Background: an optimization exercise with open tools, aiming at small area and a short achievable clock period. Do not read the settings as production practice. RTL that was checked went through simulation tests only; none was proved equivalent to the original. Power figures rest on the tool's default switching activity, not on a simulated workload.

== green ==
## fir_gen
module fir_gen (input clk, input reset, input Load_x,
    input signed [7:0] x_in, input signed [7:0] c_in, output signed [7:0] y_out);
reg [7:0] x, c0, c1, c2;
reg [15:0] a2s, a2c;
reg [16:0] a1s, a1c;
reg [7:0] a0s, a0c;
reg a0k;
wire p1;
wire p2;
wire p3;
wire p4;
wire p5;
wire p6;
wire p7;
wire p8;
wire p9;
wire p10;
wire p11;
wire p12;
wire p13;
wire p14;
wire p15;
wire p16;
wire p17;
wire p18;
wire p19;
wire p20;
wire p21;
wire p22;
wire p23;
wire p24;
wire p25;
wire p26;
wire p27;
wire p28;
wire p29;
wire p30;
wire p31;
wire p32;
wire p33;
wire p34;
wire p35;
wire p36;
wire p37;
wire p38;
wire p39;
wire p40;
wire p41;
wire p42;
wire p43;
wire p44;
wire p45;
wire p46;
wire p47;
wire p48;
wire p49;
wire p50;
wire p51;
wire p52;
wire p53;
wire p54;
wire p55;
wire p56;
wire p57;
wire p58;
wire p59;
wire p60;
wire p61;
wire p62;
wire p63;
wire p64;
wire s65;
wire c66;
wire s67;
wire c68;
wire s69;
wire c70;
wire s71;
wire c72;
wire s73;
  ...
Size in the first run: ~610 cells after synthesis, ~110 flip-flops, ~27 I/O pins, about 0.0084 mm^2 of cells after synthesis.
==> flow/config.mk <==
export PLATFORM = sky130hd
export DESIGN_NAME = fir_gen
export DESIGN_NICKNAME = fir_gen
export VERILOG_FILES = /design/flow/design.v
export SDC_FILE = /design/flow/constraint.sdc
export NUM_CORES = 4
export LEC_CHECK = 0
export CAP_MARGIN = 20
export CORE_MARGIN = 2
export CORE_UTILIZATION = 40
export SLEW_MARGIN = 20
export SYNTH_HIERARCHICAL = 1
export SYNTH_MINIMUM_KEEP_SIZE = 0
==> flow/constraint.sdc <==
create_clock -name core_clock -period 5.5 [get_ports {clk}]
set_input_delay 1.1000 -clock core_clock [delete_from_list [all_inputs] [get_ports {clk}]]
set_output_delay 1.1000 -clock core_clock [all_outputs]
set_load 0.01 [all_outputs]
run.sh (not shown) runs the stock make flow with config.mk's settings and CLKGATE_MAP_FILE= SYNTH_SCRIPT=/design/flow/synth_recipe.tcl, a recipe that flattens the netlist after the stock synthesis.
#### Input delta (red over green)
Settings: SETUP_SLACK_MARGIN now 1.5, previously not set.
[summary]
- Fmax: red higher than green
- Summary — worst setup slack after layout, red relative to green: higher, by 170 ps.
- Critical path buffer and inverter count sits higher in red than in green.
- Number of sinks handled by clock tree synthesis came out exactly the same in red and green.
- red against green: hold path depth essentially unchanged, peak supply drop closely matched the old numbers, met2 wirelength from detailed routing decreased about 0.5%.
- On number of fillers in the final layout, green tracks red almost exactly.
- Fraction of area in registers: red vs green, no meaningful difference
- Between red and green, it is red whose wire length is lower, by 70 um.

========
fir_gen, a different RTL version from the one above (not shown whole).
Size: roughly 110 flip-flops, about 27 I/O pins.
make LEC_CHECK=0 CAP_MARGIN=20 CORE_MARGIN=2 CORE_UTILIZATION=40 SETUP_SLACK_MARGIN=2.8 SLEW_MARGIN=20 SYNTH_HIERARCHICAL=1 SYNTH_MINIMUM_KEEP_SIZE=0 finish   # period 5.5 ns
Edit:
--- a/flow/config.mk
+++ b/flow/config.mk
@@ -11 +11 @@
-export SETUP_SLACK_MARGIN = 2.8
+export SETUP_SLACK_MARGIN = 2.5
Setup slack loses 0.069 ns.
Clock-buffer cell count went up by 3.
Non-clock buffer count decreases by 26.
Edit:
==> flow/flow/run.sh (new file) <==
#!/bin/bash
# Own layout flow: the standard flow (standard.sh), with two changes after synthesis:
#  - the input and output port buffers are buf_1 cells (buffer_ports -buffer_cell)
#  - clock tree synthesis without dummy loads
# Each step's full output goes to its own log file in this folder.
set -euo pipefail
bash standard.sh synth > synth.log 2>&1
export BUFFER_PORTS_ARGS="-buffer_cell sky130_fd_sc_hd__buf_1"
export CTS_ARGS="-sink_clustering_enable -repair_clock_nets -dont_use_dummy_load"
bash standard.sh floorplan > floorplan.log 2>&1
bash standard.sh place > place.log 2>&1
bash standard.sh cts > cts.log 2>&1
bash standard.sh route > route.log 2>&1
bash standard.sh finish > finish.log 2>&1
test -f out/final.def
==> flow/standard.sh (new file) <==
#!/bin/bash
# synth_recipe.tcl (not shown) runs the flow's synth.tcl, then flattens the netlist and writes it again
# the make line also repeats each setting of config.mk as NAME=value (left out here)
make -C /OpenROAD-flow-scripts/flow DESIGN_CONFIG=/design/flow/config.mk WORK_HOME=/design/flow/orfs CLKGATE_MAP_FILE= SYNTH_SCRIPT=/design/flow/synth_recipe.tcl "${@:-finish}"
--- a/flow/config.mk
+++ b/flow/config.mk
@@ -10 +10 @@
-export CORE_UTILIZATION = 40
+export CORE_UTILIZATION = 50
removed: flow/run.sh
First-iteration DRC count went up by 51%.
Cell area went down by 2.3%.
Synthesized cell count is unchanged.
Sequential power hardly moves.
Total power went down by 1.5%.
Cell count went down by 6.3%.
Non-clock buffer count went down by 1.
Maximum frequency went up by 0.92%.
No run of this note included a check of the RTL's function; only the layout flow was run.

========
Setup of job 7472:
Another version of the RTL of fir_gen (not shown whole).
Size: about 27 I/O pins, about 7600 um^2 of cells after synthesis.
make LEC_CHECK=0 CAP_MARGIN=20 CORE_MARGIN=2 CORE_UTILIZATION=40 SETUP_SLACK_MARGIN=2.7 SLEW_MARGIN=20 SYNTH_HIERARCHICAL=1 SYNTH_MINIMUM_KEEP_SIZE=0 finish   # period 5.5 ns
Stock flow here: none of the scripts above is used.
### job 7472 -> job 9084
Settings: a change of SETUP_SLACK_MARGIN from 2.7 to 2.4.
==> flow/flow/run.sh (new file) <==
#!/bin/bash
# Own layout flow: the standard flow (standard.sh), with two changes after synthesis:
#  - the input and output port buffers are buf_1 cells (buffer_ports -buffer_cell)
#  - clock tree synthesis without dummy loads
# Each step's full output goes to its own log file in this folder.
set -euo pipefail
bash standard.sh synth > synth.log 2>&1
export BUFFER_PORTS_ARGS="-buffer_cell sky130_fd_sc_hd__buf_1"
export CTS_ARGS="-sink_clustering_enable -repair_clock_nets -dont_use_dummy_load"
bash standard.sh floorplan > floorplan.log 2>&1
bash standard.sh place > place.log 2>&1
bash standard.sh cts > cts.log 2>&1
bash standard.sh route > route.log 2>&1
bash standard.sh finish > finish.log 2>&1
test -f out/final.def
==> flow/standard.sh (new file) <==
#!/bin/bash
# synth_recipe.tcl (not shown) runs the flow's synth.tcl, then flattens the netlist and writes it again
# the make line also repeats each setting of config.mk as NAME=value (left out here)
make -C /OpenROAD-flow-scripts/flow DESIGN_CONFIG=/design/flow/config.mk WORK_HOME=/design/flow/orfs CLKGATE_MAP_FILE= SYNTH_SCRIPT=/design/flow/synth_recipe.tcl "${@:-finish}"
removed: flow/run.sh
==> comparison <==
Looking at via total after detailed routing across job 9084 and job 7472, the one that comes out higher is job 7472. Going from job 7472 to job 9084, HPWL after detailed placement shrank by a few percent. Every stage of the flow completed for job 9084, and the final layout passed the timing, design-rule and antenna checks. Power came out lower on job 9084 than on job 7472. Job 9084: relative contribution of combinational cells to total power 3.1 points below job 7472.

what the ideal ports hide:
How much do the figures lean on ideal ports? The routed layouts below were timed once more, with nothing changed but the port constraints.
Step 1, drivers: a clkbuf_16 drives clk and a buf_2 each remaining input, both assumed.
Step 2, shift: input delay + t, output delay - t, t = (earliest + latest rising clock arrival at the registers) / 2. This alone moves slack from input paths to output paths.
Slacks: ideal ports / drivers / drivers and shift; pairs: ideal ports / drivers.
run	t (ns)	setup slack, ns	latest minus earliest clock arrival (ns)
green	0.392	1.563 / 1.563 / 1.563	0.011 / 0.010
red	0.389	1.728 / 1.686 / 1.824	0.009 / 0.010
the first run of note 2	0.395	2.401 / 2.357 / 2.554	0.006 / 0.006
the second run of note 2	0.386	2.332 / 2.296 / 2.409	0.013 / 0.012
the third run of note 2	0.394	2.361 / 2.324 / 2.453	0.013 / 0.013
job 7472	0.392	2.541 / 2.497 / 2.517	0.012 / 0.012
job 9084	0.401	2.472 / 2.426 / 2.423	0.015 / 0.014
After both steps setup and hold are still met in every run listed. For job 9084, which loses most, drivers alone change the setup slack by -0.046 ns; drivers and shift together by -0.049 ns.
